Context: an optimization exercise on an open-source flow, tuned for small area and a short achievable clock period. The choices shown serve that exercise and are no tape-out recipe. Only simulation tests tie the RTL to the original design; equivalence was not proved. Power is estimated from default activity; no workload was simulated.

==> flow/design.v (outline; a module is shown in full before it is edited, if it fits) <==
// module pipeline_sum: 512 lines
module pipeline_sum (
    input clk,
    input [15:0] a, b,
    output [31:0] r
);
  // ...
==> flow/flow/run.sh <==
#!/bin/bash
set -euo pipefail
MARGIN=25.5
bash standard.sh SETUP_SLACK_MARGIN=$MARGIN SETUP_MOVE_SEQUENCE=sizeup,swap SKIP_GATE_CLONING=1 \
  "BUFFER_PORTS_ARGS=-buffer_cell sky130_fd_sc_hd__buf_1" finish > make_finish.log 2>&1
==> flow/standard.sh <==
#!/bin/bash
# synth_recipe.tcl (not shown) runs the flow's synth.tcl, then flattens the netlist and writes it again
# the make line also repeats each setting of config.mk as NAME=value (left out here)
make -C /OpenROAD-flow-scripts/flow DESIGN_CONFIG=/design/flow/config.mk WORK_HOME=/design/flow/orfs CLKGATE_MAP_FILE= SYNTH_SCRIPT=/design/flow/synth_recipe.tcl "${@:-finish}"
==> flow/config.mk <==
export PLATFORM = sky130hd
export DESIGN_NAME = pipeline_sum
export DESIGN_NICKNAME = pipeline_sum
export VERILOG_FILES = /design/flow/design.v
export SDC_FILE = /design/flow/constraint.sdc
export NUM_CORES = 4
export LEC_CHECK = 0
export ABC_AREA = 1
export CAP_MARGIN = 20
export CORE_MARGIN = 2
export CORE_UTILIZATION = 55
export SLEW_MARGIN = 20
==> flow/constraint.sdc <==
create_clock -name core_clock -period 36.0 [get_ports {clk}]
set_input_delay 7.2000 -clock core_clock [delete_from_list [all_inputs] [get_ports {clk}]]
set_output_delay 7.2000 -clock core_clock [all_outputs]
set_load 0.01 [all_outputs]
==> summary.txt, run 1 <==
Power Dens Cells - 35.7 nW/um2
Post-synth ARST share - 0
Via-per-instance ratio - 5.20
Area added between synthesis and finish - 7.76%
Clock buffer count - 9
Kind of end point of the critical path - register
Most common cell after layout, fill and taps aside - nand2_1
Crit Reg-Reg Endpoint - lo_c3[7]
Req. time, crit path - 36.30 ns
Post-CTS Repair Setup Buffers - 0
Area share of and/or/nand/nor cells after synthesis - 0.311
Multi-input logic area - 8000 um2
Switching power summed over all nets - 178 uW
Post-CTS Hold Fix Bufs - 0
Fraction of area in registers - 0.183
Top flip-flop cell by instance count after synthesis - dfxtp_1
Most used cells in the layout excluding fill and tap cells - 369 x nand2_1, 226 x inv_1, 114 x nor2_1, 114 x nand3_1, 106 x dfxtp_1
NumNets Final - 1819
Core footprint - 20200 um2
RSZ-0062 raised after global routing - yes
Global-route wire length before repair - 45200 um
Non-clock buffers, area share - 0.0185
Number of antenna repair diodes - 0
Status - timing/DRC/antenna clean
Area after detailed placement - 11600 um2
Leakage power total - 5.93 nW
==> module pipeline_sum, before the edit <==
module pipeline_sum (
    input clk,
    input [15:0] a, b,
    output [31:0] r
);
  wire [0:0] s0_r15_t = a[15:15];
  wire s0_r15_hz = ~(|b[15:1]);
  wire [1:0] s0_r15_bo;
  assign s0_r15_bo[0] = 1'b0;
  assign s0_r15_bo[1] = (s0_r15_t[0] ^ b[0]) ? b[0] : s0_r15_bo[0];
  wire s0_r15_q = s0_r15_hz & ~s0_r15_bo[1];
  wire [0:0] s0_r15_d;
  assign s0_r15_d[0] = s0_r15_t[0] ^ (s0_r15_q & (b[0] ^ s0_r15_bo[0]));
  wire [15:0] s0_r15_ra = {s0_r15_d, a[14:0]};
  wire [1:0] s0_r14_t = s0_r15_ra[15:14];
  wire s0_r14_hz = ~(|b[15:2]);
  wire [2:0] s0_r14_bo;
  assign s0_r14_bo[0] = 1'b0;
  assign s0_r14_bo[1] = (s0_r14_t[0] ^ b[0]) ? b[0] : s0_r14_bo[0];
  assign s0_r14_bo[2] = (s0_r14_t[1] ^ b[1]) ? b[1] : s0_r14_bo[1];
  wire s0_r14_q = s0_r14_hz & ~s0_r14_bo[2];
  wire [1:0] s0_r14_d;
  assign s0_r14_d[0] = s0_r14_t[0] ^ (s0_r14_q & (b[0] ^ s0_r14_bo[0]));
  assign s0_r14_d[1] = s0_r14_t[1] ^ (s0_r14_q & (b[1] ^ s0_r14_bo[1]));
  wire [15:0] s0_r14_ra = {s0_r14_d, s0_r15_ra[13:0]};
  wire [2:0] s0_r13_t = s0_r14_ra[15:13];
  wire s0_r13_hz = ~(|b[15:3]);
  wire [3:0] s0_r13_bo;
  assign s0_r13_bo[0] = 1'b0;
  assign s0_r13_bo[1] = (s0_r13_t[0] ^ b[0]) ? b[0] : s0_r13_bo[0];
  assign s0_r13_bo[2] = (s0_r13_t[1] ^ b[1]) ? b[1] : s0_r13_bo[1];
  assign s0_r13_bo[3] = (s0_r13_t[2] ^ b[2]) ? b[2] : s0_r13_bo[2];
  wire s0_r13_q = s0_r13_hz & ~s0_r13_bo[3];
  wire [2:0] s0_r13_d;
  assign s0_r13_d[0] = s0_r13_t[0] ^ (s0_r13_q & (b[0] ^ s0_r13_bo[0]));
  assign s0_r13_d[1] = s0_r13_t[1] ^ (s0_r13_q & (b[1] ^ s0_r13_bo[1]));
  assign s0_r13_d[2] = s0_r13_t[2] ^ (s0_r13_q & (b[2] ^ s0_r13_bo[2]));
  wire [15:0] s0_r13_ra = {s0_r13_d, s0_r14_ra[12:0]};
  reg [15:0] ra_c1;
  reg [15:0] bb_c1;
  reg [2:0] ah_c1;
  reg q15_c1;
  reg q14_c1;
  reg q13_c1;
  always_ff @(posedge clk) begin
    ra_c1 <= s0_r13_ra;
    bb_c1 <= b;
    ah_c1 <= a[15:13];
    q15_c1 <= s0_r15_q;
    q14_c1 <= s0_r14_q;
    q13_c1 <= s0_r13_q;
  end
  wire [3:0] s1_r12_t = ra_c1[15:12];
  wire s1_r12_hz = ~(|bb_c1[15:4]);
  wire [4:0] s1_r12_bo;
  assign s1_r12_bo[0] = 1'b0;
  assign s1_r12_bo[1] = (s1_r12_t[0] ^ bb_c1[0]) ? bb_c1[0] : s1_r12_bo[0];
  assign s1_r12_bo[2] = (s1_r12_t[1] ^ bb_c1[1]) ? bb_c1[1] : s1_r12_bo[1];
  assign s1_r12_bo[3] = (s1_r12_t[2] ^ bb_c1[2]) ? bb_c1[2] : s1_r12_bo[2];
  assign s1_r12_bo[4] = (s1_r12_t[3] ^ bb_c1[3]) ? bb_c1[3] : s1_r12_bo[3];
  wire s1_r12_q = s1_r12_hz & ~s1_r12_bo[4];
  wire [3:0] s1_r12_d;
  assign s1_r12_d[0] = s1_r12_t[0] ^ (s1_r12_q & (bb_c1[0] ^ s1_r12_bo[0]));
  assign s1_r12_d[1] = s1_r12_t[1] ^ (s1_r12_q & (bb_c1[1] ^ s1_r12_bo[1]));
  assign s1_r12_d[2] = s1_r12_t[2] ^ (s1_r12_q & (bb_c1[2] ^ s1_r12_bo[2]));
  assign s1_r12_d[3] = s1_r12_t[3] ^ (s1_r12_q & (bb_c1[3] ^ s1_r12_bo[3]));
  wire [15:0] s1_r12_ra = {s1_r12_d, ra_c1[11:0]};
  wire [4:0] s1_r11_t = s1_r12_ra[15:11];
  wire s1_r11_hz = ~(|bb_c1[15:5]);
  wire [5:0] s1_r11_bo;
  assign s1_r11_bo[0] = 1'b0;
  assign s1_r11_bo[1] = (s1_r11_t[0] ^ bb_c1[0]) ? bb_c1[0] : s1_r11_bo[0];
  assign s1_r11_bo[2] = (s1_r11_t[1] ^ bb_c1[1]) ? bb_c1[1] : s1_r11_bo[1];
  assign s1_r11_bo[3] = (s1_r11_t[2] ^ bb_c1[2]) ? bb_c1[2] : s1_r11_bo[2];
  assign s1_r11_bo[4] = (s1_r11_t[3] ^ bb_c1[3]) ? bb_c1[3] : s1_r11_bo[3];
  assign s1_r11_bo[5] = (s1_r11_t[4] ^ bb_c1[4]) ? bb_c1[4] : s1_r11_bo[4];
  wire s1_r11_q = s1_r11_hz & ~s1_r11_bo[5];
  wire [4:0] s1_r11_d;
  assign s1_r11_d[0] = s1_r11_t[0] ^ (s1_r11_q & (bb_c1[0] ^ s1_r11_bo[0]));
  assign s1_r11_d[1] = s1_r11_t[1] ^ (s1_r11_q & (bb_c1[1] ^ s1_r11_bo[1]));
  assign s1_r11_d[2] = s1_r11_t[2] ^ (s1_r11_q & (bb_c1[2] ^ s1_r11_bo[2]));
  assign s1_r11_d[3] = s1_r11_t[3] ^ (s1_r11_q & (bb_c1[3] ^ s1_r11_bo[3]));
  assign s1_r11_d[4] = s1_r11_t[4] ^ (s1_r11_q & (bb_c1[4] ^ s1_r11_bo[4]));
  wire [15:0] s1_r11_ra = {s1_r11_d, s1_r12_ra[10:0]};
  wire [5:0] s1_r10_t = s1_r11_ra[15:10];
  wire s1_r10_hz = ~(|bb_c1[15:6]);
  wire [6:0] s1_r10_bo;
  assign s1_r10_bo[0] = 1'b0;
  assign s1_r10_bo[1] = (s1_r10_t[0] ^ bb_c1[0]) ? bb_c1[0] : s1_r10_bo[0];
  assign s1_r10_bo[2] = (s1_r10_t[1] ^ bb_c1[1]) ? bb_c1[1] : s1_r10_bo[1];
  assign s1_r10_bo[3] = (s1_r10_t[2] ^ bb_c1[2]) ? bb_c1[2] : s1_r10_bo[2];
  assign s1_r10_bo[4] = (s1_r10_t[3] ^ bb_c1[3]) ? bb_c1[3] : s1_r10_bo[3];
  assign s1_r10_bo[5] = (s1_r10_t[4] ^ bb_c1[4]) ? bb_c1[4] : s1_r10_bo[4];
  assign s1_r10_bo[6] = (s1_r10_t[5] ^ bb_c1[5]) ? bb_c1[5] : s1_r10_bo[5];
  wire s1_r10_q = s1_r10_hz & ~s1_r10_bo[6];
  wire [5:0] s1_r10_d;
  assign s1_r10_d[0] = s1_r10_t[0] ^ (s1_r10_q & (bb_c1[0] ^ s1_r10_bo[0]));
  assign s1_r10_d[1] = s1_r10_t[1] ^ (s1_r10_q & (bb_c1[1] ^ s1_r10_bo[1]));
  assign s1_r10_d[2] = s1_r10_t[2] ^ (s1_r10_q & (bb_c1[2] ^ s1_r10_bo[2]));
  assign s1_r10_d[3] = s1_r10_t[3] ^ (s1_r10_q & (bb_c1[3] ^ s1_r10_bo[3]));
  assign s1_r10_d[4] = s1_r10_t[4] ^ (s1_r10_q & (bb_c1[4] ^ s1_r10_bo[4]));
  assign s1_r10_d[5] = s1_r10_t[5] ^ (s1_r10_q & (bb_c1[5] ^ s1_r10_bo[5]));
  wire [15:0] s1_r10_ra = {s1_r10_d, s1_r11_ra[9:0]};
  wire [6:0] s1_r9_t = s1_r10_ra[15:9];
  wire s1_r9_hz = ~(|bb_c1[15:7]);
  wire [7:0] s1_r9_bo;
  assign s1_r9_bo[0] = 1'b0;
  assign s1_r9_bo[1] = (s1_r9_t[0] ^ bb_c1[0]) ? bb_c1[0] : s1_r9_bo[0];
  assign s1_r9_bo[2] = (s1_r9_t[1] ^ bb_c1[1]) ? bb_c1[1] : s1_r9_bo[1];
  assign s1_r9_bo[3] = (s1_r9_t[2] ^ bb_c1[2]) ? bb_c1[2] : s1_r9_bo[2];
  assign s1_r9_bo[4] = (s1_r9_t[3] ^ bb_c1[3]) ? bb_c1[3] : s1_r9_bo[3];
  assign s1_r9_bo[5] = (s1_r9_t[4] ^ bb_c1[4]) ? bb_c1[4] : s1_r9_bo[4];
  assign s1_r9_bo[6] = (s1_r9_t[5] ^ bb_c1[5]) ? bb_c1[5] : s1_r9_bo[5];
  assign s1_r9_bo[7] = (s1_r9_t[6] ^ bb_c1[6]) ? bb_c1[6] : s1_r9_bo[6];
  wire s1_r9_q = s1_r9_hz & ~s1_r9_bo[7];
  wire [6:0] s1_r9_d;
  assign s1_r9_d[0] = s1_r9_t[0] ^ (s1_r9_q & (bb_c1[0] ^ s1_r9_bo[0]));
  assign s1_r9_d[1] = s1_r9_t[1] ^ (s1_r9_q & (bb_c1[1] ^ s1_r9_bo[1]));
  assign s1_r9_d[2] = s1_r9_t[2] ^ (s1_r9_q & (bb_c1[2] ^ s1_r9_bo[2]));
  assign s1_r9_d[3] = s1_r9_t[3] ^ (s1_r9_q & (bb_c1[3] ^ s1_r9_bo[3]));
  assign s1_r9_d[4] = s1_r9_t[4] ^ (s1_r9_q & (bb_c1[4] ^ s1_r9_bo[4]));
  assign s1_r9_d[5] = s1_r9_t[5] ^ (s1_r9_q & (bb_c1[5] ^ s1_r9_bo[5]));
  assign s1_r9_d[6] = s1_r9_t[6] ^ (s1_r9_q & (bb_c1[6] ^ s1_r9_bo[6]));
  wire [15:0] s1_r9_ra = {s1_r9_d, s1_r10_ra[8:0]};
  wire [7:0] s1_r8_t = s1_r9_ra[15:8];
  wire s1_r8_hz = ~(|bb_c1[15:8]);
  wire [8:0] s1_r8_bo;
  assign s1_r8_bo[0] = 1'b0;
  assign s1_r8_bo[1] = (s1_r8_t[0] ^ bb_c1[0]) ? bb_c1[0] : s1_r8_bo[0];
  assign s1_r8_bo[2] = (s1_r8_t[1] ^ bb_c1[1]) ? bb_c1[1] : s1_r8_bo[1];
  assign s1_r8_bo[3] = (s1_r8_t[2] ^ bb_c1[2]) ? bb_c1[2] : s1_r8_bo[2];
  assign s1_r8_bo[4] = (s1_r8_t[3] ^ bb_c1[3]) ? bb_c1[3] : s1_r8_bo[3];
  assign s1_r8_bo[5] = (s1_r8_t[4] ^ bb_c1[4]) ? bb_c1[4] : s1_r8_bo[4];
  assign s1_r8_bo[6] = (s1_r8_t[5] ^ bb_c1[5]) ? bb_c1[5] : s1_r8_bo[5];
  assign s1_r8_bo[7] = (s1_r8_t[6] ^ bb_c1[6]) ? bb_c1[6] : s1_r8_bo[6];
  assign s1_r8_bo[8] = (s1_r8_t[7] ^ bb_c1[7]) ? bb_c1[7] : s1_r8_bo[7];
  wire s1_r8_q = s1_r8_hz & ~s1_r8_bo[8];
  wire [7:0] s1_r8_d;
  assign s1_r8_d[0] = s1_r8_t[0] ^ (s1_r8_q & (bb_c1[0] ^ s1_r8_bo[0]));
  assign s1_r8_d[1] = s1_r8_t[1] ^ (s1_r8_q & (bb_c1[1] ^ s1_r8_bo[1]));
  assign s1_r8_d[2] = s1_r8_t[2] ^ (s1_r8_q & (bb_c1[2] ^ s1_r8_bo[2]));
  assign s1_r8_d[3] = s1_r8_t[3] ^ (s1_r8_q & (bb_c1[3] ^ s1_r8_bo[3]));
  assign s1_r8_d[4] = s1_r8_t[4] ^ (s1_r8_q & (bb_c1[4] ^ s1_r8_bo[4]));
  assign s1_r8_d[5] = s1_r8_t[5] ^ (s1_r8_q & (bb_c1[5] ^ s1_r8_bo[5]));
  assign s1_r8_d[6] = s1_r8_t[6] ^ (s1_r8_q & (bb_c1[6] ^ s1_r8_bo[6]));
  assign s1_r8_d[7] = s1_r8_t[7] ^ (s1_r8_q & (bb_c1[7] ^ s1_r8_bo[7]));
  wire [15:0] s1_r8_ra = {s1_r8_d, s1_r9_ra[7:0]};
  wire [8:0] s1_r7_t = s1_r8_ra[15:7];
  wire s1_r7_hz = ~(|bb_c1[15:9]);
  wire [9:0] s1_r7_bo;
  assign s1_r7_bo[0] = 1'b0;
  assign s1_r7_bo[1] = (s1_r7_t[0] ^ bb_c1[0]) ? bb_c1[0] : s1_r7_bo[0];
  assign s1_r7_bo[2] = (s1_r7_t[1] ^ bb_c1[1]) ? bb_c1[1] : s1_r7_bo[1];
  assign s1_r7_bo[3] = (s1_r7_t[2] ^ bb_c1[2]) ? bb_c1[2] : s1_r7_bo[2];
  assign s1_r7_bo[4] = (s1_r7_t[3] ^ bb_c1[3]) ? bb_c1[3] : s1_r7_bo[3];
  assign s1_r7_bo[5] = (s1_r7_t[4] ^ bb_c1[4]) ? bb_c1[4] : s1_r7_bo[4];
  assign s1_r7_bo[6] = (s1_r7_t[5] ^ bb_c1[5]) ? bb_c1[5] : s1_r7_bo[5];
  assign s1_r7_bo[7] = (s1_r7_t[6] ^ bb_c1[6]) ? bb_c1[6] : s1_r7_bo[6];
  assign s1_r7_bo[8] = (s1_r7_t[7] ^ bb_c1[7]) ? bb_c1[7] : s1_r7_bo[7];
  assign s1_r7_bo[9] = (s1_r7_t[8] ^ bb_c1[8]) ? bb_c1[8] : s1_r7_bo[8];
  wire s1_r7_q = s1_r7_hz & ~s1_r7_bo[9];
  wire [8:0] s1_r7_d;
  assign s1_r7_d[0] = s1_r7_t[0] ^ (s1_r7_q & (bb_c1[0] ^ s1_r7_bo[0]));
  assign s1_r7_d[1] = s1_r7_t[1] ^ (s1_r7_q & (bb_c1[1] ^ s1_r7_bo[1]));
  assign s1_r7_d[2] = s1_r7_t[2] ^ (s1_r7_q & (bb_c1[2] ^ s1_r7_bo[2]));
  assign s1_r7_d[3] = s1_r7_t[3] ^ (s1_r7_q & (bb_c1[3] ^ s1_r7_bo[3]));
  assign s1_r7_d[4] = s1_r7_t[4] ^ (s1_r7_q & (bb_c1[4] ^ s1_r7_bo[4]));
  assign s1_r7_d[5] = s1_r7_t[5] ^ (s1_r7_q & (bb_c1[5] ^ s1_r7_bo[5]));
  assign s1_r7_d[6] = s1_r7_t[6] ^ (s1_r7_q & (bb_c1[6] ^ s1_r7_bo[6]));
  assign s1_r7_d[7] = s1_r7_t[7] ^ (s1_r7_q & (bb_c1[7] ^ s1_r7_bo[7]));
  assign s1_r7_d[8] = s1_r7_t[8] ^ (s1_r7_q & (bb_c1[8] ^ s1_r7_bo[8]));
  wire [15:0] s1_r7_ra = {s1_r7_d, s1_r8_ra[6:0]};
  wire [9:0] s1_r6_t = s1_r7_ra[15:6];
  wire s1_r6_hz = ~(|bb_c1[15:10]);
  wire [10:0] s1_r6_bo;
  assign s1_r6_bo[0] = 1'b0;
  assign s1_r6_bo[1] = (s1_r6_t[0] ^ bb_c1[0]) ? bb_c1[0] : s1_r6_bo[0];
  assign s1_r6_bo[2] = (s1_r6_t[1] ^ bb_c1[1]) ? bb_c1[1] : s1_r6_bo[1];
  assign s1_r6_bo[3] = (s1_r6_t[2] ^ bb_c1[2]) ? bb_c1[2] : s1_r6_bo[2];
  assign s1_r6_bo[4] = (s1_r6_t[3] ^ bb_c1[3]) ? bb_c1[3] : s1_r6_bo[3];
  assign s1_r6_bo[5] = (s1_r6_t[4] ^ bb_c1[4]) ? bb_c1[4] : s1_r6_bo[4];
  assign s1_r6_bo[6] = (s1_r6_t[5] ^ bb_c1[5]) ? bb_c1[5] : s1_r6_bo[5];
  assign s1_r6_bo[7] = (s1_r6_t[6] ^ bb_c1[6]) ? bb_c1[6] : s1_r6_bo[6];
  assign s1_r6_bo[8] = (s1_r6_t[7] ^ bb_c1[7]) ? bb_c1[7] : s1_r6_bo[7];
  assign s1_r6_bo[9] = (s1_r6_t[8] ^ bb_c1[8]) ? bb_c1[8] : s1_r6_bo[8];
  assign s1_r6_bo[10] = (s1_r6_t[9] ^ bb_c1[9]) ? bb_c1[9] : s1_r6_bo[9];
  wire s1_r6_q = s1_r6_hz & ~s1_r6_bo[10];
  wire [9:0] s1_r6_d;
  assign s1_r6_d[0] = s1_r6_t[0] ^ (s1_r6_q & (bb_c1[0] ^ s1_r6_bo[0]));
  assign s1_r6_d[1] = s1_r6_t[1] ^ (s1_r6_q & (bb_c1[1] ^ s1_r6_bo[1]));
  assign s1_r6_d[2] = s1_r6_t[2] ^ (s1_r6_q & (bb_c1[2] ^ s1_r6_bo[2]));
  assign s1_r6_d[3] = s1_r6_t[3] ^ (s1_r6_q & (bb_c1[3] ^ s1_r6_bo[3]));
  assign s1_r6_d[4] = s1_r6_t[4] ^ (s1_r6_q & (bb_c1[4] ^ s1_r6_bo[4]));
  assign s1_r6_d[5] = s1_r6_t[5] ^ (s1_r6_q & (bb_c1[5] ^ s1_r6_bo[5]));
  assign s1_r6_d[6] = s1_r6_t[6] ^ (s1_r6_q & (bb_c1[6] ^ s1_r6_bo[6]));
  assign s1_r6_d[7] = s1_r6_t[7] ^ (s1_r6_q & (bb_c1[7] ^ s1_r6_bo[7]));
  assign s1_r6_d[8] = s1_r6_t[8] ^ (s1_r6_q & (bb_c1[8] ^ s1_r6_bo[8]));
  assign s1_r6_d[9] = s1_r6_t[9] ^ (s1_r6_q & (bb_c1[9] ^ s1_r6_bo[9]));
  wire [15:0] s1_r6_ra = {s1_r6_d, s1_r7_ra[5:0]};
  wire [10:0] s1_r5_t = s1_r6_ra[15:5];
  wire s1_r5_hz = ~(|bb_c1[15:11]);
  wire [11:0] s1_r5_bo;
  assign s1_r5_bo[0] = 1'b0;
  assign s1_r5_bo[1] = (s1_r5_t[0] ^ bb_c1[0]) ? bb_c1[0] : s1_r5_bo[0];
  assign s1_r5_bo[2] = (s1_r5_t[1] ^ bb_c1[1]) ? bb_c1[1] : s1_r5_bo[1];
  assign s1_r5_bo[3] = (s1_r5_t[2] ^ bb_c1[2]) ? bb_c1[2] : s1_r5_bo[2];
  assign s1_r5_bo[4] = (s1_r5_t[3] ^ bb_c1[3]) ? bb_c1[3] : s1_r5_bo[3];
  assign s1_r5_bo[5] = (s1_r5_t[4] ^ bb_c1[4]) ? bb_c1[4] : s1_r5_bo[4];
  assign s1_r5_bo[6] = (s1_r5_t[5] ^ bb_c1[5]) ? bb_c1[5] : s1_r5_bo[5];
  assign s1_r5_bo[7] = (s1_r5_t[6] ^ bb_c1[6]) ? bb_c1[6] : s1_r5_bo[6];
  assign s1_r5_bo[8] = (s1_r5_t[7] ^ bb_c1[7]) ? bb_c1[7] : s1_r5_bo[7];
  assign s1_r5_bo[9] = (s1_r5_t[8] ^ bb_c1[8]) ? bb_c1[8] : s1_r5_bo[8];
  assign s1_r5_bo[10] = (s1_r5_t[9] ^ bb_c1[9]) ? bb_c1[9] : s1_r5_bo[9];
  assign s1_r5_bo[11] = (s1_r5_t[10] ^ bb_c1[10]) ? bb_c1[10] : s1_r5_bo[10];
  wire s1_r5_q = s1_r5_hz & ~s1_r5_bo[11];
  wire [10:0] s1_r5_d;
  assign s1_r5_d[0] = s1_r5_t[0] ^ (s1_r5_q & (bb_c1[0] ^ s1_r5_bo[0]));
  assign s1_r5_d[1] = s1_r5_t[1] ^ (s1_r5_q & (bb_c1[1] ^ s1_r5_bo[1]));
  assign s1_r5_d[2] = s1_r5_t[2] ^ (s1_r5_q & (bb_c1[2] ^ s1_r5_bo[2]));
  assign s1_r5_d[3] = s1_r5_t[3] ^ (s1_r5_q & (bb_c1[3] ^ s1_r5_bo[3]));
  assign s1_r5_d[4] = s1_r5_t[4] ^ (s1_r5_q & (bb_c1[4] ^ s1_r5_bo[4]));
  assign s1_r5_d[5] = s1_r5_t[5] ^ (s1_r5_q & (bb_c1[5] ^ s1_r5_bo[5]));
  assign s1_r5_d[6] = s1_r5_t[6] ^ (s1_r5_q & (bb_c1[6] ^ s1_r5_bo[6]));
  assign s1_r5_d[7] = s1_r5_t[7] ^ (s1_r5_q & (bb_c1[7] ^ s1_r5_bo[7]));
  assign s1_r5_d[8] = s1_r5_t[8] ^ (s1_r5_q & (bb_c1[8] ^ s1_r5_bo[8]));
  assign s1_r5_d[9] = s1_r5_t[9] ^ (s1_r5_q & (bb_c1[9] ^ s1_r5_bo[9]));
  assign s1_r5_d[10] = s1_r5_t[10] ^ (s1_r5_q & (bb_c1[10] ^ s1_r5_bo[10]));
  wire [15:0] s1_r5_ra = {s1_r5_d, s1_r6_ra[4:0]};
  reg [15:0] ra_c2;
  reg [15:0] bb_c2;
  reg [10:0] ah_c2;
  reg q15_c2;
  reg q14_c2;
  reg q13_c2;
  reg q12_c2;
  reg q11_c2;
  reg q10_c2;
  reg q9_c2;
  reg q8_c2;
  reg q7_c2;
  reg q6_c2;
  reg q5_c2;
  always_ff @(posedge clk) begin
    ra_c2 <= s1_r5_ra;
    bb_c2 <= bb_c1;
    ah_c2 <= {ah_c1, ra_c1[12:5]};
    q15_c2 <= q15_c1;
    q14_c2 <= q14_c1;
    q13_c2 <= q13_c1;
    q12_c2 <= s1_r12_q;
    q11_c2 <= s1_r11_q;
    q10_c2 <= s1_r10_q;
    q9_c2 <= s1_r9_q;
    q8_c2 <= s1_r8_q;
    q7_c2 <= s1_r7_q;
    q6_c2 <= s1_r6_q;
    q5_c2 <= s1_r5_q;
  end
  wire [15:0] xa = {ah_c2, ra_c2[4:0]};
  wire [15:0] sh = (bb_c2[15:4] == 12'd0) ? (xa << bb_c2[3:0]) : 16'd0;
  wire [17:0] xs = {2'b0, xa | bb_c2} + {2'b0, xa ^ bb_c2} + {2'b0, sh};
  wire [17:0] ym2 = xs + {1'b0, 1'b0, q15_c2, q14_c2, q13_c2, q12_c2, q11_c2, q10_c2, q9_c2, q8_c2, q7_c2, q6_c2, q5_c2, 1'b0, 1'b0, 1'b0, 1'b0, 1'b0};
  wire [11:0] s2_r4_t = ra_c2[15:4];
  wire s2_r4_hz = ~(|bb_c2[15:12]);
  wire [12:0] s2_r4_bo;
  assign s2_r4_bo[0] = 1'b0;
  assign s2_r4_bo[1] = (s2_r4_t[0] ^ bb_c2[0]) ? bb_c2[0] : s2_r4_bo[0];
  assign s2_r4_bo[2] = (s2_r4_t[1] ^ bb_c2[1]) ? bb_c2[1] : s2_r4_bo[1];
  assign s2_r4_bo[3] = (s2_r4_t[2] ^ bb_c2[2]) ? bb_c2[2] : s2_r4_bo[2];
  assign s2_r4_bo[4] = (s2_r4_t[3] ^ bb_c2[3]) ? bb_c2[3] : s2_r4_bo[3];
  assign s2_r4_bo[5] = (s2_r4_t[4] ^ bb_c2[4]) ? bb_c2[4] : s2_r4_bo[4];
  assign s2_r4_bo[6] = (s2_r4_t[5] ^ bb_c2[5]) ? bb_c2[5] : s2_r4_bo[5];
  assign s2_r4_bo[7] = (s2_r4_t[6] ^ bb_c2[6]) ? bb_c2[6] : s2_r4_bo[6];
  assign s2_r4_bo[8] = (s2_r4_t[7] ^ bb_c2[7]) ? bb_c2[7] : s2_r4_bo[7];
  assign s2_r4_bo[9] = (s2_r4_t[8] ^ bb_c2[8]) ? bb_c2[8] : s2_r4_bo[8];
  assign s2_r4_bo[10] = (s2_r4_t[9] ^ bb_c2[9]) ? bb_c2[9] : s2_r4_bo[9];
  assign s2_r4_bo[11] = (s2_r4_t[10] ^ bb_c2[10]) ? bb_c2[10] : s2_r4_bo[10];
  assign s2_r4_bo[12] = (s2_r4_t[11] ^ bb_c2[11]) ? bb_c2[11] : s2_r4_bo[11];
  wire [12:6] s2_r4_s_gu;
  assign s2_r4_s_gu[6] = 1'b0;
  assign s2_r4_s_gu[7] = (s2_r4_t[6] ^ bb_c2[6]) ? bb_c2[6] : s2_r4_s_gu[6];
  assign s2_r4_s_gu[8] = (s2_r4_t[7] ^ bb_c2[7]) ? bb_c2[7] : s2_r4_s_gu[7];
  assign s2_r4_s_gu[9] = (s2_r4_t[8] ^ bb_c2[8]) ? bb_c2[8] : s2_r4_s_gu[8];
  assign s2_r4_s_gu[10] = (s2_r4_t[9] ^ bb_c2[9]) ? bb_c2[9] : s2_r4_s_gu[9];
  assign s2_r4_s_gu[11] = (s2_r4_t[10] ^ bb_c2[10]) ? bb_c2[10] : s2_r4_s_gu[10];
  assign s2_r4_s_gu[12] = (s2_r4_t[11] ^ bb_c2[11]) ? bb_c2[11] : s2_r4_s_gu[11];
  wire s2_r4_s_pu = ~(|(s2_r4_t[11:6] ^ {bb_c2[11], bb_c2[10], bb_c2[9], bb_c2[8], bb_c2[7], bb_c2[6]}));
  wire s2_r4_bf = s2_r4_s_gu[12] | (s2_r4_s_pu & s2_r4_bo[6]);
  wire s2_r4_q = s2_r4_hz & ~s2_r4_bf;
  wire [11:0] s2_r4_d;
  assign s2_r4_d[0] = s2_r4_t[0] ^ (s2_r4_q & (bb_c2[0] ^ s2_r4_bo[0]));
  assign s2_r4_d[1] = s2_r4_t[1] ^ (s2_r4_q & (bb_c2[1] ^ s2_r4_bo[1]));
  assign s2_r4_d[2] = s2_r4_t[2] ^ (s2_r4_q & (bb_c2[2] ^ s2_r4_bo[2]));
  assign s2_r4_d[3] = s2_r4_t[3] ^ (s2_r4_q & (bb_c2[3] ^ s2_r4_bo[3]));
  assign s2_r4_d[4] = s2_r4_t[4] ^ (s2_r4_q & (bb_c2[4] ^ s2_r4_bo[4]));
  assign s2_r4_d[5] = s2_r4_t[5] ^ (s2_r4_q & (bb_c2[5] ^ s2_r4_bo[5]));
  assign s2_r4_d[6] = s2_r4_t[6] ^ (s2_r4_q & (bb_c2[6] ^ s2_r4_bo[6]));
  assign s2_r4_d[7] = s2_r4_t[7] ^ (s2_r4_q & (bb_c2[7] ^ s2_r4_bo[7]));
  assign s2_r4_d[8] = s2_r4_t[8] ^ (s2_r4_q & (bb_c2[8] ^ s2_r4_bo[8]));
  assign s2_r4_d[9] = s2_r4_t[9] ^ (s2_r4_q & (bb_c2[9] ^ s2_r4_bo[9]));
  assign s2_r4_d[10] = s2_r4_t[10] ^ (s2_r4_q & (bb_c2[10] ^ s2_r4_bo[10]));
  assign s2_r4_d[11] = s2_r4_t[11] ^ (s2_r4_q & (bb_c2[11] ^ s2_r4_bo[11]));
  wire [15:0] s2_r4_ra = {s2_r4_d, ra_c2[3:0]};
  wire [12:0] s2_r3_t = s2_r4_ra[15:3];
  wire s2_r3_hz = ~(|bb_c2[15:13]);
  wire [13:0] s2_r3_bo;
  assign s2_r3_bo[0] = 1'b0;
  assign s2_r3_bo[1] = (s2_r3_t[0] ^ bb_c2[0]) ? bb_c2[0] : s2_r3_bo[0];
  assign s2_r3_bo[2] = (s2_r3_t[1] ^ bb_c2[1]) ? bb_c2[1] : s2_r3_bo[1];
  assign s2_r3_bo[3] = (s2_r3_t[2] ^ bb_c2[2]) ? bb_c2[2] : s2_r3_bo[2];
  assign s2_r3_bo[4] = (s2_r3_t[3] ^ bb_c2[3]) ? bb_c2[3] : s2_r3_bo[3];
  assign s2_r3_bo[5] = (s2_r3_t[4] ^ bb_c2[4]) ? bb_c2[4] : s2_r3_bo[4];
  assign s2_r3_bo[6] = (s2_r3_t[5] ^ bb_c2[5]) ? bb_c2[5] : s2_r3_bo[5];
  assign s2_r3_bo[7] = (s2_r3_t[6] ^ bb_c2[6]) ? bb_c2[6] : s2_r3_bo[6];
  assign s2_r3_bo[8] = (s2_r3_t[7] ^ bb_c2[7]) ? bb_c2[7] : s2_r3_bo[7];
  assign s2_r3_bo[9] = (s2_r3_t[8] ^ bb_c2[8]) ? bb_c2[8] : s2_r3_bo[8];
  assign s2_r3_bo[10] = (s2_r3_t[9] ^ bb_c2[9]) ? bb_c2[9] : s2_r3_bo[9];
  assign s2_r3_bo[11] = (s2_r3_t[10] ^ bb_c2[10]) ? bb_c2[10] : s2_r3_bo[10];
  assign s2_r3_bo[12] = (s2_r3_t[11] ^ bb_c2[11]) ? bb_c2[11] : s2_r3_bo[11];
  assign s2_r3_bo[13] = (s2_r3_t[12] ^ bb_c2[12]) ? bb_c2[12] : s2_r3_bo[12];
  wire [13:6] s2_r3_s_gu;
  assign s2_r3_s_gu[6] = 1'b0;
  assign s2_r3_s_gu[7] = (s2_r3_t[6] ^ bb_c2[6]) ? bb_c2[6] : s2_r3_s_gu[6];
  assign s2_r3_s_gu[8] = (s2_r3_t[7] ^ bb_c2[7]) ? bb_c2[7] : s2_r3_s_gu[7];
  assign s2_r3_s_gu[9] = (s2_r3_t[8] ^ bb_c2[8]) ? bb_c2[8] : s2_r3_s_gu[8];
  assign s2_r3_s_gu[10] = (s2_r3_t[9] ^ bb_c2[9]) ? bb_c2[9] : s2_r3_s_gu[9];
  assign s2_r3_s_gu[11] = (s2_r3_t[10] ^ bb_c2[10]) ? bb_c2[10] : s2_r3_s_gu[10];
  assign s2_r3_s_gu[12] = (s2_r3_t[11] ^ bb_c2[11]) ? bb_c2[11] : s2_r3_s_gu[11];
  assign s2_r3_s_gu[13] = (s2_r3_t[12] ^ bb_c2[12]) ? bb_c2[12] : s2_r3_s_gu[12];
  wire s2_r3_s_pu = ~(|(s2_r3_t[12:6] ^ {bb_c2[12], bb_c2[11], bb_c2[10], bb_c2[9], bb_c2[8], bb_c2[7], bb_c2[6]}));
  wire s2_r3_bf = s2_r3_s_gu[13] | (s2_r3_s_pu & s2_r3_bo[6]);
  wire s2_r3_q = s2_r3_hz & ~s2_r3_bf;
  wire [12:0] s2_r3_d;
  assign s2_r3_d[0] = s2_r3_t[0] ^ (s2_r3_q & (bb_c2[0] ^ s2_r3_bo[0]));
  assign s2_r3_d[1] = s2_r3_t[1] ^ (s2_r3_q & (bb_c2[1] ^ s2_r3_bo[1]));
  assign s2_r3_d[2] = s2_r3_t[2] ^ (s2_r3_q & (bb_c2[2] ^ s2_r3_bo[2]));
  assign s2_r3_d[3] = s2_r3_t[3] ^ (s2_r3_q & (bb_c2[3] ^ s2_r3_bo[3]));
  assign s2_r3_d[4] = s2_r3_t[4] ^ (s2_r3_q & (bb_c2[4] ^ s2_r3_bo[4]));
  assign s2_r3_d[5] = s2_r3_t[5] ^ (s2_r3_q & (bb_c2[5] ^ s2_r3_bo[5]));
  assign s2_r3_d[6] = s2_r3_t[6] ^ (s2_r3_q & (bb_c2[6] ^ s2_r3_bo[6]));
  assign s2_r3_d[7] = s2_r3_t[7] ^ (s2_r3_q & (bb_c2[7] ^ s2_r3_bo[7]));
  assign s2_r3_d[8] = s2_r3_t[8] ^ (s2_r3_q & (bb_c2[8] ^ s2_r3_bo[8]));
  assign s2_r3_d[9] = s2_r3_t[9] ^ (s2_r3_q & (bb_c2[9] ^ s2_r3_bo[9]));
  assign s2_r3_d[10] = s2_r3_t[10] ^ (s2_r3_q & (bb_c2[10] ^ s2_r3_bo[10]));
  assign s2_r3_d[11] = s2_r3_t[11] ^ (s2_r3_q & (bb_c2[11] ^ s2_r3_bo[11]));
  assign s2_r3_d[12] = s2_r3_t[12] ^ (s2_r3_q & (bb_c2[12] ^ s2_r3_bo[12]));
  wire [15:0] s2_r3_ra = {s2_r3_d, s2_r4_ra[2:0]};
  wire [13:0] s2_r2_t = s2_r3_ra[15:2];
  wire s2_r2_hz = ~(|bb_c2[15:14]);
  wire [14:0] s2_r2_bo;
  assign s2_r2_bo[0] = 1'b0;
  assign s2_r2_bo[1] = (s2_r2_t[0] ^ bb_c2[0]) ? bb_c2[0] : s2_r2_bo[0];
  assign s2_r2_bo[2] = (s2_r2_t[1] ^ bb_c2[1]) ? bb_c2[1] : s2_r2_bo[1];
  assign s2_r2_bo[3] = (s2_r2_t[2] ^ bb_c2[2]) ? bb_c2[2] : s2_r2_bo[2];
  assign s2_r2_bo[4] = (s2_r2_t[3] ^ bb_c2[3]) ? bb_c2[3] : s2_r2_bo[3];
  assign s2_r2_bo[5] = (s2_r2_t[4] ^ bb_c2[4]) ? bb_c2[4] : s2_r2_bo[4];
  assign s2_r2_bo[6] = (s2_r2_t[5] ^ bb_c2[5]) ? bb_c2[5] : s2_r2_bo[5];
  assign s2_r2_bo[7] = (s2_r2_t[6] ^ bb_c2[6]) ? bb_c2[6] : s2_r2_bo[6];
  assign s2_r2_bo[8] = (s2_r2_t[7] ^ bb_c2[7]) ? bb_c2[7] : s2_r2_bo[7];
  assign s2_r2_bo[9] = (s2_r2_t[8] ^ bb_c2[8]) ? bb_c2[8] : s2_r2_bo[8];
  assign s2_r2_bo[10] = (s2_r2_t[9] ^ bb_c2[9]) ? bb_c2[9] : s2_r2_bo[9];
  assign s2_r2_bo[11] = (s2_r2_t[10] ^ bb_c2[10]) ? bb_c2[10] : s2_r2_bo[10];
  assign s2_r2_bo[12] = (s2_r2_t[11] ^ bb_c2[11]) ? bb_c2[11] : s2_r2_bo[11];
  assign s2_r2_bo[13] = (s2_r2_t[12] ^ bb_c2[12]) ? bb_c2[12] : s2_r2_bo[12];
  assign s2_r2_bo[14] = (s2_r2_t[13] ^ bb_c2[13]) ? bb_c2[13] : s2_r2_bo[13];
  wire [14:7] s2_r2_s_gu;
  assign s2_r2_s_gu[7] = 1'b0;
  assign s2_r2_s_gu[8] = (s2_r2_t[7] ^ bb_c2[7]) ? bb_c2[7] : s2_r2_s_gu[7];
  assign s2_r2_s_gu[9] = (s2_r2_t[8] ^ bb_c2[8]) ? bb_c2[8] : s2_r2_s_gu[8];
  assign s2_r2_s_gu[10] = (s2_r2_t[9] ^ bb_c2[9]) ? bb_c2[9] : s2_r2_s_gu[9];
  assign s2_r2_s_gu[11] = (s2_r2_t[10] ^ bb_c2[10]) ? bb_c2[10] : s2_r2_s_gu[10];
  assign s2_r2_s_gu[12] = (s2_r2_t[11] ^ bb_c2[11]) ? bb_c2[11] : s2_r2_s_gu[11];
  assign s2_r2_s_gu[13] = (s2_r2_t[12] ^ bb_c2[12]) ? bb_c2[12] : s2_r2_s_gu[12];
  assign s2_r2_s_gu[14] = (s2_r2_t[13] ^ bb_c2[13]) ? bb_c2[13] : s2_r2_s_gu[13];
  wire s2_r2_s_pu = ~(|(s2_r2_t[13:7] ^ {bb_c2[13], bb_c2[12], bb_c2[11], bb_c2[10], bb_c2[9], bb_c2[8], bb_c2[7]}));
  wire s2_r2_bf = s2_r2_s_gu[14] | (s2_r2_s_pu & s2_r2_bo[7]);
  wire s2_r2_q = s2_r2_hz & ~s2_r2_bf;
  wire [13:0] s2_r2_d;
  assign s2_r2_d[0] = s2_r2_t[0] ^ (s2_r2_q & (bb_c2[0] ^ s2_r2_bo[0]));
  assign s2_r2_d[1] = s2_r2_t[1] ^ (s2_r2_q & (bb_c2[1] ^ s2_r2_bo[1]));
  assign s2_r2_d[2] = s2_r2_t[2] ^ (s2_r2_q & (bb_c2[2] ^ s2_r2_bo[2]));
  assign s2_r2_d[3] = s2_r2_t[3] ^ (s2_r2_q & (bb_c2[3] ^ s2_r2_bo[3]));
  assign s2_r2_d[4] = s2_r2_t[4] ^ (s2_r2_q & (bb_c2[4] ^ s2_r2_bo[4]));
  assign s2_r2_d[5] = s2_r2_t[5] ^ (s2_r2_q & (bb_c2[5] ^ s2_r2_bo[5]));
  assign s2_r2_d[6] = s2_r2_t[6] ^ (s2_r2_q & (bb_c2[6] ^ s2_r2_bo[6]));
  assign s2_r2_d[7] = s2_r2_t[7] ^ (s2_r2_q & (bb_c2[7] ^ s2_r2_bo[7]));
  assign s2_r2_d[8] = s2_r2_t[8] ^ (s2_r2_q & (bb_c2[8] ^ s2_r2_bo[8]));
  assign s2_r2_d[9] = s2_r2_t[9] ^ (s2_r2_q & (bb_c2[9] ^ s2_r2_bo[9]));
  assign s2_r2_d[10] = s2_r2_t[10] ^ (s2_r2_q & (bb_c2[10] ^ s2_r2_bo[10]));
  assign s2_r2_d[11] = s2_r2_t[11] ^ (s2_r2_q & (bb_c2[11] ^ s2_r2_bo[11]));
  assign s2_r2_d[12] = s2_r2_t[12] ^ (s2_r2_q & (bb_c2[12] ^ s2_r2_bo[12]));
  assign s2_r2_d[13] = s2_r2_t[13] ^ (s2_r2_q & (bb_c2[13] ^ s2_r2_bo[13]));
  wire [15:0] s2_r2_ra = {s2_r2_d, s2_r3_ra[1:0]};
  wire [15:0] s2_x4_t = s2_r2_ra;
  wire [17:0] s2_x4_b1 = {2'b0, bb_c2};
  wire [17:0] s2_x4_b2 = {1'b0, bb_c2, 1'b0};
  wire [17:0] s2_x4_b3 = s2_x4_b1 + s2_x4_b2;
  wire [16:0] s2_x4_c1;
  assign s2_x4_c1[0] = 1'b0;
  assign s2_x4_c1[1] = (s2_x4_t[0] ^ s2_x4_b1[0]) ? s2_x4_b1[0] : s2_x4_c1[0];
  assign s2_x4_c1[2] = (s2_x4_t[1] ^ s2_x4_b1[1]) ? s2_x4_b1[1] : s2_x4_c1[1];
  assign s2_x4_c1[3] = (s2_x4_t[2] ^ s2_x4_b1[2]) ? s2_x4_b1[2] : s2_x4_c1[2];
  assign s2_x4_c1[4] = (s2_x4_t[3] ^ s2_x4_b1[3]) ? s2_x4_b1[3] : s2_x4_c1[3];
  assign s2_x4_c1[5] = (s2_x4_t[4] ^ s2_x4_b1[4]) ? s2_x4_b1[4] : s2_x4_c1[4];
  assign s2_x4_c1[6] = (s2_x4_t[5] ^ s2_x4_b1[5]) ? s2_x4_b1[5] : s2_x4_c1[5];
  assign s2_x4_c1[7] = (s2_x4_t[6] ^ s2_x4_b1[6]) ? s2_x4_b1[6] : s2_x4_c1[6];
  assign s2_x4_c1[8] = (s2_x4_t[7] ^ s2_x4_b1[7]) ? s2_x4_b1[7] : s2_x4_c1[7];
  assign s2_x4_c1[9] = (s2_x4_t[8] ^ s2_x4_b1[8]) ? s2_x4_b1[8] : s2_x4_c1[8];
  assign s2_x4_c1[10] = (s2_x4_t[9] ^ s2_x4_b1[9]) ? s2_x4_b1[9] : s2_x4_c1[9];
  assign s2_x4_c1[11] = (s2_x4_t[10] ^ s2_x4_b1[10]) ? s2_x4_b1[10] : s2_x4_c1[10];
  assign s2_x4_c1[12] = (s2_x4_t[11] ^ s2_x4_b1[11]) ? s2_x4_b1[11] : s2_x4_c1[11];
  assign s2_x4_c1[13] = (s2_x4_t[12] ^ s2_x4_b1[12]) ? s2_x4_b1[12] : s2_x4_c1[12];
  assign s2_x4_c1[14] = (s2_x4_t[13] ^ s2_x4_b1[13]) ? s2_x4_b1[13] : s2_x4_c1[13];
  assign s2_x4_c1[15] = (s2_x4_t[14] ^ s2_x4_b1[14]) ? s2_x4_b1[14] : s2_x4_c1[14];
  assign s2_x4_c1[16] = (s2_x4_t[15] ^ s2_x4_b1[15]) ? s2_x4_b1[15] : s2_x4_c1[15];
  wire [16:8] s2_x4_k1_gu;
  assign s2_x4_k1_gu[8] = 1'b0;
  assign s2_x4_k1_gu[9] = (s2_x4_t[8] ^ s2_x4_b1[8]) ? s2_x4_b1[8] : s2_x4_k1_gu[8];
  assign s2_x4_k1_gu[10] = (s2_x4_t[9] ^ s2_x4_b1[9]) ? s2_x4_b1[9] : s2_x4_k1_gu[9];
  assign s2_x4_k1_gu[11] = (s2_x4_t[10] ^ s2_x4_b1[10]) ? s2_x4_b1[10] : s2_x4_k1_gu[10];
  assign s2_x4_k1_gu[12] = (s2_x4_t[11] ^ s2_x4_b1[11]) ? s2_x4_b1[11] : s2_x4_k1_gu[11];
  assign s2_x4_k1_gu[13] = (s2_x4_t[12] ^ s2_x4_b1[12]) ? s2_x4_b1[12] : s2_x4_k1_gu[12];
  assign s2_x4_k1_gu[14] = (s2_x4_t[13] ^ s2_x4_b1[13]) ? s2_x4_b1[13] : s2_x4_k1_gu[13];
  assign s2_x4_k1_gu[15] = (s2_x4_t[14] ^ s2_x4_b1[14]) ? s2_x4_b1[14] : s2_x4_k1_gu[14];
  assign s2_x4_k1_gu[16] = (s2_x4_t[15] ^ s2_x4_b1[15]) ? s2_x4_b1[15] : s2_x4_k1_gu[15];
  wire s2_x4_k1_pu = ~(|(s2_x4_t[15:8] ^ {s2_x4_b1[15], s2_x4_b1[14], s2_x4_b1[13], s2_x4_b1[12], s2_x4_b1[11], s2_x4_b1[10], s2_x4_b1[9], s2_x4_b1[8]}));
  wire s2_x4_ge1 = ~(|s2_x4_b1[17:16]) & ~(s2_x4_k1_gu[16] | (s2_x4_k1_pu & s2_x4_c1[8]));
  wire [16:0] s2_x4_c2;
  assign s2_x4_c2[0] = 1'b0;
  assign s2_x4_c2[1] = (s2_x4_t[0] ^ s2_x4_b2[0]) ? s2_x4_b2[0] : s2_x4_c2[0];
  assign s2_x4_c2[2] = (s2_x4_t[1] ^ s2_x4_b2[1]) ? s2_x4_b2[1] : s2_x4_c2[1];
  assign s2_x4_c2[3] = (s2_x4_t[2] ^ s2_x4_b2[2]) ? s2_x4_b2[2] : s2_x4_c2[2];
  assign s2_x4_c2[4] = (s2_x4_t[3] ^ s2_x4_b2[3]) ? s2_x4_b2[3] : s2_x4_c2[3];
  assign s2_x4_c2[5] = (s2_x4_t[4] ^ s2_x4_b2[4]) ? s2_x4_b2[4] : s2_x4_c2[4];
  assign s2_x4_c2[6] = (s2_x4_t[5] ^ s2_x4_b2[5]) ? s2_x4_b2[5] : s2_x4_c2[5];
  assign s2_x4_c2[7] = (s2_x4_t[6] ^ s2_x4_b2[6]) ? s2_x4_b2[6] : s2_x4_c2[6];
  assign s2_x4_c2[8] = (s2_x4_t[7] ^ s2_x4_b2[7]) ? s2_x4_b2[7] : s2_x4_c2[7];
  assign s2_x4_c2[9] = (s2_x4_t[8] ^ s2_x4_b2[8]) ? s2_x4_b2[8] : s2_x4_c2[8];
  assign s2_x4_c2[10] = (s2_x4_t[9] ^ s2_x4_b2[9]) ? s2_x4_b2[9] : s2_x4_c2[9];
  assign s2_x4_c2[11] = (s2_x4_t[10] ^ s2_x4_b2[10]) ? s2_x4_b2[10] : s2_x4_c2[10];
  assign s2_x4_c2[12] = (s2_x4_t[11] ^ s2_x4_b2[11]) ? s2_x4_b2[11] : s2_x4_c2[11];
  assign s2_x4_c2[13] = (s2_x4_t[12] ^ s2_x4_b2[12]) ? s2_x4_b2[12] : s2_x4_c2[12];
  assign s2_x4_c2[14] = (s2_x4_t[13] ^ s2_x4_b2[13]) ? s2_x4_b2[13] : s2_x4_c2[13];
  assign s2_x4_c2[15] = (s2_x4_t[14] ^ s2_x4_b2[14]) ? s2_x4_b2[14] : s2_x4_c2[14];
  assign s2_x4_c2[16] = (s2_x4_t[15] ^ s2_x4_b2[15]) ? s2_x4_b2[15] : s2_x4_c2[15];
  wire [16:8] s2_x4_k2_gu;
  assign s2_x4_k2_gu[8] = 1'b0;
  assign s2_x4_k2_gu[9] = (s2_x4_t[8] ^ s2_x4_b2[8]) ? s2_x4_b2[8] : s2_x4_k2_gu[8];
  assign s2_x4_k2_gu[10] = (s2_x4_t[9] ^ s2_x4_b2[9]) ? s2_x4_b2[9] : s2_x4_k2_gu[9];
  assign s2_x4_k2_gu[11] = (s2_x4_t[10] ^ s2_x4_b2[10]) ? s2_x4_b2[10] : s2_x4_k2_gu[10];
  assign s2_x4_k2_gu[12] = (s2_x4_t[11] ^ s2_x4_b2[11]) ? s2_x4_b2[11] : s2_x4_k2_gu[11];
  assign s2_x4_k2_gu[13] = (s2_x4_t[12] ^ s2_x4_b2[12]) ? s2_x4_b2[12] : s2_x4_k2_gu[12];
  assign s2_x4_k2_gu[14] = (s2_x4_t[13] ^ s2_x4_b2[13]) ? s2_x4_b2[13] : s2_x4_k2_gu[13];
  assign s2_x4_k2_gu[15] = (s2_x4_t[14] ^ s2_x4_b2[14]) ? s2_x4_b2[14] : s2_x4_k2_gu[14];
  assign s2_x4_k2_gu[16] = (s2_x4_t[15] ^ s2_x4_b2[15]) ? s2_x4_b2[15] : s2_x4_k2_gu[15];
  wire s2_x4_k2_pu = ~(|(s2_x4_t[15:8] ^ {s2_x4_b2[15], s2_x4_b2[14], s2_x4_b2[13], s2_x4_b2[12], s2_x4_b2[11], s2_x4_b2[10], s2_x4_b2[9], s2_x4_b2[8]}));
  wire s2_x4_ge2 = ~(|s2_x4_b2[17:16]) & ~(s2_x4_k2_gu[16] | (s2_x4_k2_pu & s2_x4_c2[8]));
  wire [16:0] s2_x4_c3;
  assign s2_x4_c3[0] = 1'b0;
  assign s2_x4_c3[1] = (s2_x4_t[0] ^ s2_x4_b3[0]) ? s2_x4_b3[0] : s2_x4_c3[0];
  assign s2_x4_c3[2] = (s2_x4_t[1] ^ s2_x4_b3[1]) ? s2_x4_b3[1] : s2_x4_c3[1];
  assign s2_x4_c3[3] = (s2_x4_t[2] ^ s2_x4_b3[2]) ? s2_x4_b3[2] : s2_x4_c3[2];
  assign s2_x4_c3[4] = (s2_x4_t[3] ^ s2_x4_b3[3]) ? s2_x4_b3[3] : s2_x4_c3[3];
  assign s2_x4_c3[5] = (s2_x4_t[4] ^ s2_x4_b3[4]) ? s2_x4_b3[4] : s2_x4_c3[4];
  assign s2_x4_c3[6] = (s2_x4_t[5] ^ s2_x4_b3[5]) ? s2_x4_b3[5] : s2_x4_c3[5];
  assign s2_x4_c3[7] = (s2_x4_t[6] ^ s2_x4_b3[6]) ? s2_x4_b3[6] : s2_x4_c3[6];
  assign s2_x4_c3[8] = (s2_x4_t[7] ^ s2_x4_b3[7]) ? s2_x4_b3[7] : s2_x4_c3[7];
  assign s2_x4_c3[9] = (s2_x4_t[8] ^ s2_x4_b3[8]) ? s2_x4_b3[8] : s2_x4_c3[8];
  assign s2_x4_c3[10] = (s2_x4_t[9] ^ s2_x4_b3[9]) ? s2_x4_b3[9] : s2_x4_c3[9];
  assign s2_x4_c3[11] = (s2_x4_t[10] ^ s2_x4_b3[10]) ? s2_x4_b3[10] : s2_x4_c3[10];
  assign s2_x4_c3[12] = (s2_x4_t[11] ^ s2_x4_b3[11]) ? s2_x4_b3[11] : s2_x4_c3[11];
  assign s2_x4_c3[13] = (s2_x4_t[12] ^ s2_x4_b3[12]) ? s2_x4_b3[12] : s2_x4_c3[12];
  assign s2_x4_c3[14] = (s2_x4_t[13] ^ s2_x4_b3[13]) ? s2_x4_b3[13] : s2_x4_c3[13];
  assign s2_x4_c3[15] = (s2_x4_t[14] ^ s2_x4_b3[14]) ? s2_x4_b3[14] : s2_x4_c3[14];
  assign s2_x4_c3[16] = (s2_x4_t[15] ^ s2_x4_b3[15]) ? s2_x4_b3[15] : s2_x4_c3[15];
  wire [16:8] s2_x4_k3_gu;
  assign s2_x4_k3_gu[8] = 1'b0;
  assign s2_x4_k3_gu[9] = (s2_x4_t[8] ^ s2_x4_b3[8]) ? s2_x4_b3[8] : s2_x4_k3_gu[8];
  assign s2_x4_k3_gu[10] = (s2_x4_t[9] ^ s2_x4_b3[9]) ? s2_x4_b3[9] : s2_x4_k3_gu[9];
  assign s2_x4_k3_gu[11] = (s2_x4_t[10] ^ s2_x4_b3[10]) ? s2_x4_b3[10] : s2_x4_k3_gu[10];
  assign s2_x4_k3_gu[12] = (s2_x4_t[11] ^ s2_x4_b3[11]) ? s2_x4_b3[11] : s2_x4_k3_gu[11];
  assign s2_x4_k3_gu[13] = (s2_x4_t[12] ^ s2_x4_b3[12]) ? s2_x4_b3[12] : s2_x4_k3_gu[12];
  assign s2_x4_k3_gu[14] = (s2_x4_t[13] ^ s2_x4_b3[13]) ? s2_x4_b3[13] : s2_x4_k3_gu[13];
  assign s2_x4_k3_gu[15] = (s2_x4_t[14] ^ s2_x4_b3[14]) ? s2_x4_b3[14] : s2_x4_k3_gu[14];
  assign s2_x4_k3_gu[16] = (s2_x4_t[15] ^ s2_x4_b3[15]) ? s2_x4_b3[15] : s2_x4_k3_gu[15];
  wire s2_x4_k3_pu = ~(|(s2_x4_t[15:8] ^ {s2_x4_b3[15], s2_x4_b3[14], s2_x4_b3[13], s2_x4_b3[12], s2_x4_b3[11], s2_x4_b3[10], s2_x4_b3[9], s2_x4_b3[8]}));
  wire s2_x4_ge3 = ~(|s2_x4_b3[17:16]) & ~(s2_x4_k3_gu[16] | (s2_x4_k3_pu & s2_x4_c3[8]));
  wire s2_x4_q1 = s2_x4_ge2;
  wire s2_x4_q0 = s2_x4_q1 ? s2_x4_ge3 : s2_x4_ge1;
  wire [8:0] ml = {1'b0, ym2[7:0]} + {1'b0, 1'b0, 1'b0, 1'b0, s2_r4_q, s2_r3_q, s2_r2_q, 1'b0, 1'b0};
  wire lc1 = ml[0] & s2_x4_q0;
  wire lc2 = (ml[1] & s2_x4_q1) | ((ml[1] | s2_x4_q1) & lc1);
  wire [8:0] lo7;
  assign lo7[0] = ml[0] ^ s2_x4_q0;
  assign lo7[1] = ml[1] ^ s2_x4_q1 ^ lc1;
  assign lo7[2] = ml[2] ^ (lc2 & (1'b1));
  assign lo7[3] = ml[3] ^ (lc2 & (&ml[2:2]));
  assign lo7[4] = ml[4] ^ (lc2 & (&ml[3:2]));
  assign lo7[5] = ml[5] ^ (lc2 & (&ml[4:2]));
  assign lo7[6] = ml[6] ^ (lc2 & (&ml[5:2]));
  assign lo7[7] = ml[7] ^ (lc2 & (&ml[6:2]));
  assign lo7[8] = ml[8] ^ (lc2 & (&ml[7:2]));
  wire [9:0] h0 = ym2[17:8];
  reg [8:0] lo_c3;
  reg [9:0] hi_c3;
  always_ff @(posedge clk) begin
    lo_c3 <= lo7;
    hi_c3 <= h0;
  end
  wire [9:0] hs = hi_c3 + {9'd0, lo_c3[8]};
  assign r = {14'd0, hs, lo_c3[7:0]};
endmodule
==> inputs of run 2 (changes only) <==
--- a/flow/design.v
+++ b/flow/design.v
@@ -487,10 +487,10 @@
   wire s2_x4_ge3 = ~(|s2_x4_b3[17:16]) & ~(s2_x4_k3_gu[16] | (s2_x4_k3_pu & s2_x4_c3[8]));
   wire s2_x4_q1 = s2_x4_ge2;
   wire s2_x4_q0 = s2_x4_q1 ? s2_x4_ge3 : s2_x4_ge1;
-  wire [8:0] ml = {1'b0, ym2[7:0]} + {1'b0, 1'b0, 1'b0, 1'b0, s2_r4_q, s2_r3_q, s2_r2_q, 1'b0, 1'b0};
+  wire [10:0] ml = {1'b0, ym2[9:0]} + {1'b0, 1'b0, 1'b0, 1'b0, 1'b0, 1'b0, s2_r4_q, s2_r3_q, s2_r2_q, 1'b0, 1'b0};
   wire lc1 = ml[0] & s2_x4_q0;
   wire lc2 = (ml[1] & s2_x4_q1) | ((ml[1] | s2_x4_q1) & lc1);
-  wire [8:0] lo7;
+  wire [10:0] lo7;
   assign lo7[0] = ml[0] ^ s2_x4_q0;
   assign lo7[1] = ml[1] ^ s2_x4_q1 ^ lc1;
   assign lo7[2] = ml[2] ^ (lc2 & (1'b1));
@@ -500,13 +500,15 @@
   assign lo7[6] = ml[6] ^ (lc2 & (&ml[5:2]));
   assign lo7[7] = ml[7] ^ (lc2 & (&ml[6:2]));
   assign lo7[8] = ml[8] ^ (lc2 & (&ml[7:2]));
-  wire [9:0] h0 = ym2[17:8];
-  reg [8:0] lo_c3;
-  reg [9:0] hi_c3;
+  assign lo7[9] = ml[9] ^ (lc2 & (&ml[8:2]));
+  assign lo7[10] = ml[10] ^ (lc2 & (&ml[9:2]));
+  wire [7:0] h0 = ym2[17:10];
+  reg [10:0] lo_c3;
+  reg [7:0] hi_c3;
   always_ff @(posedge clk) begin
     lo_c3 <= lo7;
     hi_c3 <= h0;
   end
-  wire [9:0] hs = hi_c3 + {9'd0, lo_c3[8]};
-  assign r = {14'd0, hs, lo_c3[7:0]};
+  wire [7:0] hs = hi_c3 + {7'd0, lo_c3[10]};
+  assign r = {14'd0, hs, lo_c3[9:0]};
 endmodule
==> flow/flow/run.sh (replaced) <==
#!/bin/bash
set -euo pipefail
MARGIN=25.5
PLAT="$FLOW_HOME/platforms/sky130hd/config.mk"
BASE=$(sed -n '/^export DONT_USE_CELLS += /,/^#/p' "$PLAT" | grep -o 'sky130_fd_sc_hd__[a-z0-9_]*' | tr '\n' ' ')
EXTRA=""
for c in maj3_1 maj3_2 maj3_4 fa_1 fa_2 fa_4 fah_1 fahcin_1 fahcon_1 ha_1 ha_2 ha_4; do
  EXTRA="$EXTRA sky130_fd_sc_hd__$c"
done
bash standard.sh SETUP_SLACK_MARGIN=$MARGIN SETUP_MOVE_SEQUENCE=sizeup,swap SKIP_GATE_CLONING=1 \
  "BUFFER_PORTS_ARGS=-buffer_cell sky130_fd_sc_hd__buf_1" \
  "DONT_USE_CELLS=$BASE$EXTRA" finish > make_finish.log 2>&1
==> summary.txt, run 2 <==
Area of the die - 21500 um2
Area share of and/or/nand/nor cells after synthesis - 0.421 (+0.110)
Synth Area in Compound Gates - 0.112
Final number of max-transition violations - 0
Combinational family with the most area after synthesis - simple AND/OR/NAND/NOR gates
Worst setup margin - 26.58 ns
Top flip-flop cell by instance count after synthesis - dfxtp_1
R2r startpoint - bb_c1[6]
Avg Synthesized Cell Area - 6.15 um2
Total congestion overflow - 0
Worst slew slack as a fraction of its limit - 0.470
Total Neg Setup Slack - 0 ns
Portion of synthesized cell area occupied by the leading cell type - 0.198
Syn. warnings - 1
Share of synthesized cell area in full adder, half adder and majority cells - 0
Internal portion of total power - 240 uW
Most used cells in the layout excluding fill and tap cells - 491 x nand2_1, 215 x inv_1, 208 x nor2_1, 145 x nand3_1, 111 x xor2_1
Half-perimeter wire length of the detailed placement result - 22400 um
TritonCTS buffer count - 9
Part of the total power dissipated in the clock network - 0.255
Req. time, crit path - 36.26 ns (-0.04 ns)
Most common cell after layout, fill and taps aside - nand2_1
DIE HEIGHT - 147 um
RSZ-0062 raised after global routing - no
Final Hold Fails - 0
Global-route wire length before repair - 45800 um (+1.2%)
Antenna violations before repair - 0
Total standard cell area after synthesis - 11200 um2
Part of the total power dissipated in sequential elements - 0.368
Fraction of synthesized cell area in xor and xnor cells - 0.142
Initial Util - 0.558
Number of H-tree branching levels - 3
Number of iterations in the first detailed-routing pass - 5
Actual slew at the worst max-slew pin - 0.794 ns
NumNets Final - 1870 (+2.8%)
CTS Buffer Depth - 2
Wirelength, routed - 27500 um
Synth cell count leaders - 493 x nand2_1, 216 x inv_1, 208 x nor2_1
Number of top-level pins - 65
Area added between synthesis and finish - 5.02%
Portion of the clock cycle consumed by the worst path in the final layout - 0.262
Maximum vdd drop - 0.0235 mV
Peak clock frequency supported by timing - 106 MHz
Cells after synthesis - 1824
Worst-case register-to-register setup slack - 26.63 ns
Critical Setup Path Class - in2reg
Fraction of final layout cells with drive strength greater than 1 - 0.105
Post-synthesis sequential element count - 111
Synth area leader - dfxtp_1
Via-per-instance ratio - 5.09 (-2.2%)
Number of global-route vias before repair - 9600
Resized Gates After CTS - 0
Relative contribution of combinational cells to total power - 0.378
Post-CTS Hold Fix Bufs - 0 (unchanged)
Core footprint - 20100 um2 (-0.32%)
Clk slew on worst S/H paths - 0.09 ns
CP startpoint - b[9]
Cell with the most instances after synthesis - nand2_1
Number of sinks handled by clock tree synthesis - 111
Number of nets with antenna violations after routing - 0
Peak fanout along the critical path - 3
Post-Layout Cell Count - 2112
Post-CTS Repair Setup Buffers - 0 (unchanged)
EDFF count, synth - 0
Share of cell area taken by muxes after synthesis - 0.00179
Status - timing/DRC/antenna clean
Drc violations - 0
Largest net degree at the start of global routing - 28
Kind of end point of the critical path - register
Place WS - 26.03 ns
Number of antenna repair diodes - 0 (unchanged)
Quantity of I/O buffers inserted on ports - 50
Capturing instance or port of the critical path - ra_c1[14]
Sequential share of the synthesized area - 0.198
Data arrival time of the critical path - 9.68 ns
Area contributors post-synth - dfxtp_1 20%, nand2_1 17%, xor2_1 8.8%, inv_1 7.2%, nor2_1 7.0%
Crit Reg-Reg Endpoint - ra_c2[13]
Switching power summed over all nets - 160 uW (-10%)
DP Cell Count - 2096
Number of setup violations in the final report - 0
Cell depth of the worst flop-to-flop path - 86
Die extent in x - 147 um
Switching portion of total power - 0.399
Master cell of the clock root buffer - clkbuf_16
Hold Path Stages - 0
Clock latency on the worst-skew pair - 0.36 ns
Power Dens Cells - 34.0 nW/um2 (-4.9%)
Number of unique standard cell types used by synthesis - 71
Final Critical Period - 9.42 ns
Gpl congestion - 0.926
Global-route usage over all layers - 0.259
Number of maximum-capacitance constraint violations - 0
Kind of start point of the critical path - input pin
DRC marker count from the first detailed-route iteration - 608
Leakage power total - 5.91 nW (-0.38%)
TritonCTS clock tree - built
Num rows - 52
Post-synth ARST share - 0 (unchanged)
WL/cell - 13.0 um
Path category of the worst min-delay check - reg2reg
Worst clock skew - 0.0172 ns
Total number of vias - 10800
-- run 2: changes by cell type in the layout (fill, tap and decap cells not counted), sizes merged, moves of 10 or more --
cell	change
or2	+10
inv	-18
nand3	+21
xnor2	+18
a21oi	-10
nor2	+91
fa	-30
ha	-74
o21ai	-13
nand2	+125
-- run 2: layout make-up --
class	instances	area, um2
clock buffer	9	225
clock inverter	7	91.3
fill	2056	8330
inverter	247	948
multi-input combinational	1408	7680
sequential	111	2230
tap	270	338
timing repair buffer	60	263
-- run 2: power groups by stage --
| stage | Clock, mW | Combinational [mW] | Sequential [mW] |
|---|---|---|---|
| floorplan | 0 | 0.132 | 0.144 |
| global placement | 0 | 0.148 | 0.150 |
| detailed placement | 0 | 0.150 | 0.150 |
| CTS | 0.105 | 0.151 | 0.147 |
| global route | 0.109 | 0.173 | 0.149 |
| finish | 0.102 | 0.151 | 0.147 |
-- run 2: worst max-delay path, stage by stage --
cell,delay [ns]
buf_1,0.08
nor4_1,0.34
nand4_1,0.38
nor2_1,0.27
nand2_1,0.09
o21ai_0,0.20
a21boi_0,0.14
nand2_1,0.08
nand2_1,0.07
a21oi_1,0.12
inv_1,0.07
a21o_1,0.16
o21ba_2,0.25
nand3b_1,0.09
xor2_1,0.15
-- run 2: cell families after synthesis --
group,after synthesis
muxes,2
other,1
AOI/OAI and AO/OA,201
xor gates and xnor gates,163
DFF,111
and+or+nand+nor,1028
buffers and inverters,318
-- run 2: how the worst min path moves through the flow --
| stage | start | to | slack [ns] |
|---|---|---|---|
| after floorplan | ah_c1[2] | ah_c2[10] | 0.31 |
| after global placement | ra_c1[0] | ra_c2[0] | 0.31 |
| after detailed placement | ra_c1[0] | ra_c2[0] | 0.31 |
| after CTS | ra_c1[0] | ra_c2[0] | 0.33 |
| after global routing | q14_c1 | q14_c2 | 0.34 |
| final | q14_c1 | q14_c2 | 0.33 |
-- run 2: stage by stage --
| step | utilization | hold slack, ns | instance area (um2) | total power, mW |
|---|---|---|---|---|
| 6_report | 0.586 | 0.332 | 11800 | 0.400 |
| 5_1_grt | 0.586 | 0.337 | 11800 | 0.431 |
| 4_1_cts | 0.583 | 0.334 | 11700 | 0.402 |
| 3_5_place_dp | 0.567 | 0.312 | 11400 | 0.300 |
| 3_3_place_gp | 0.567 | 0.310 | 11400 | 0.298 |
| 2_1_floorplan | - | 0.310 | 11300 | 0.276 |
-- run 2: layer usage --
layer / share of wire / GRT usage / vias up / wire (um)
met4: 0.022 / 0.0699 / 0 / 592
met1: 0.46 / 0.334 / 4740 / 12800
met2: 0.48 / 0.457 / 203 / 13100
met5: 0 / 0 / - / 0
met3: 0.036 / 0.0295 / 33 / 999
li1: - / - / 5774 / -

## static timing again, ports no longer ideal
The flow's constraints put no driver on any port. The routed layouts listed below were extracted and timed again, unchanged, in two steps. Step 1 assumes that a clkbuf_16 drives the clock port and a buf_2 every other input. Step 2, shift: input delay + t, output delay - t, t = (earliest + latest rising clock arrival at the registers) / 2. This alone moves slack from input paths to output paths. a / b / c = ideal / step 1 / step 2; a / b = the first two.
run | t (ns) | slack for setup (ns) | hold slack, ns | clock arrival spread, ns | slew at the worst register clock pin (ns)
run 1 | 0.412 | 26.182 / 26.182 / 26.182 | 0.323 / 0.323 / 0.323 | 0.021 / 0.021 | 0.10 / 0.10
run 2 | 0.401 | 26.584 / 26.609 / 26.208 | 0.332 / 0.332 / 0.332 | 0.017 / 0.017 | 0.09 / 0.09
After both steps setup and hold are still met in every run listed. The setup slack of run 2, which loses most, moves by +0.025 ns with the drivers and by -0.376 ns with both steps.
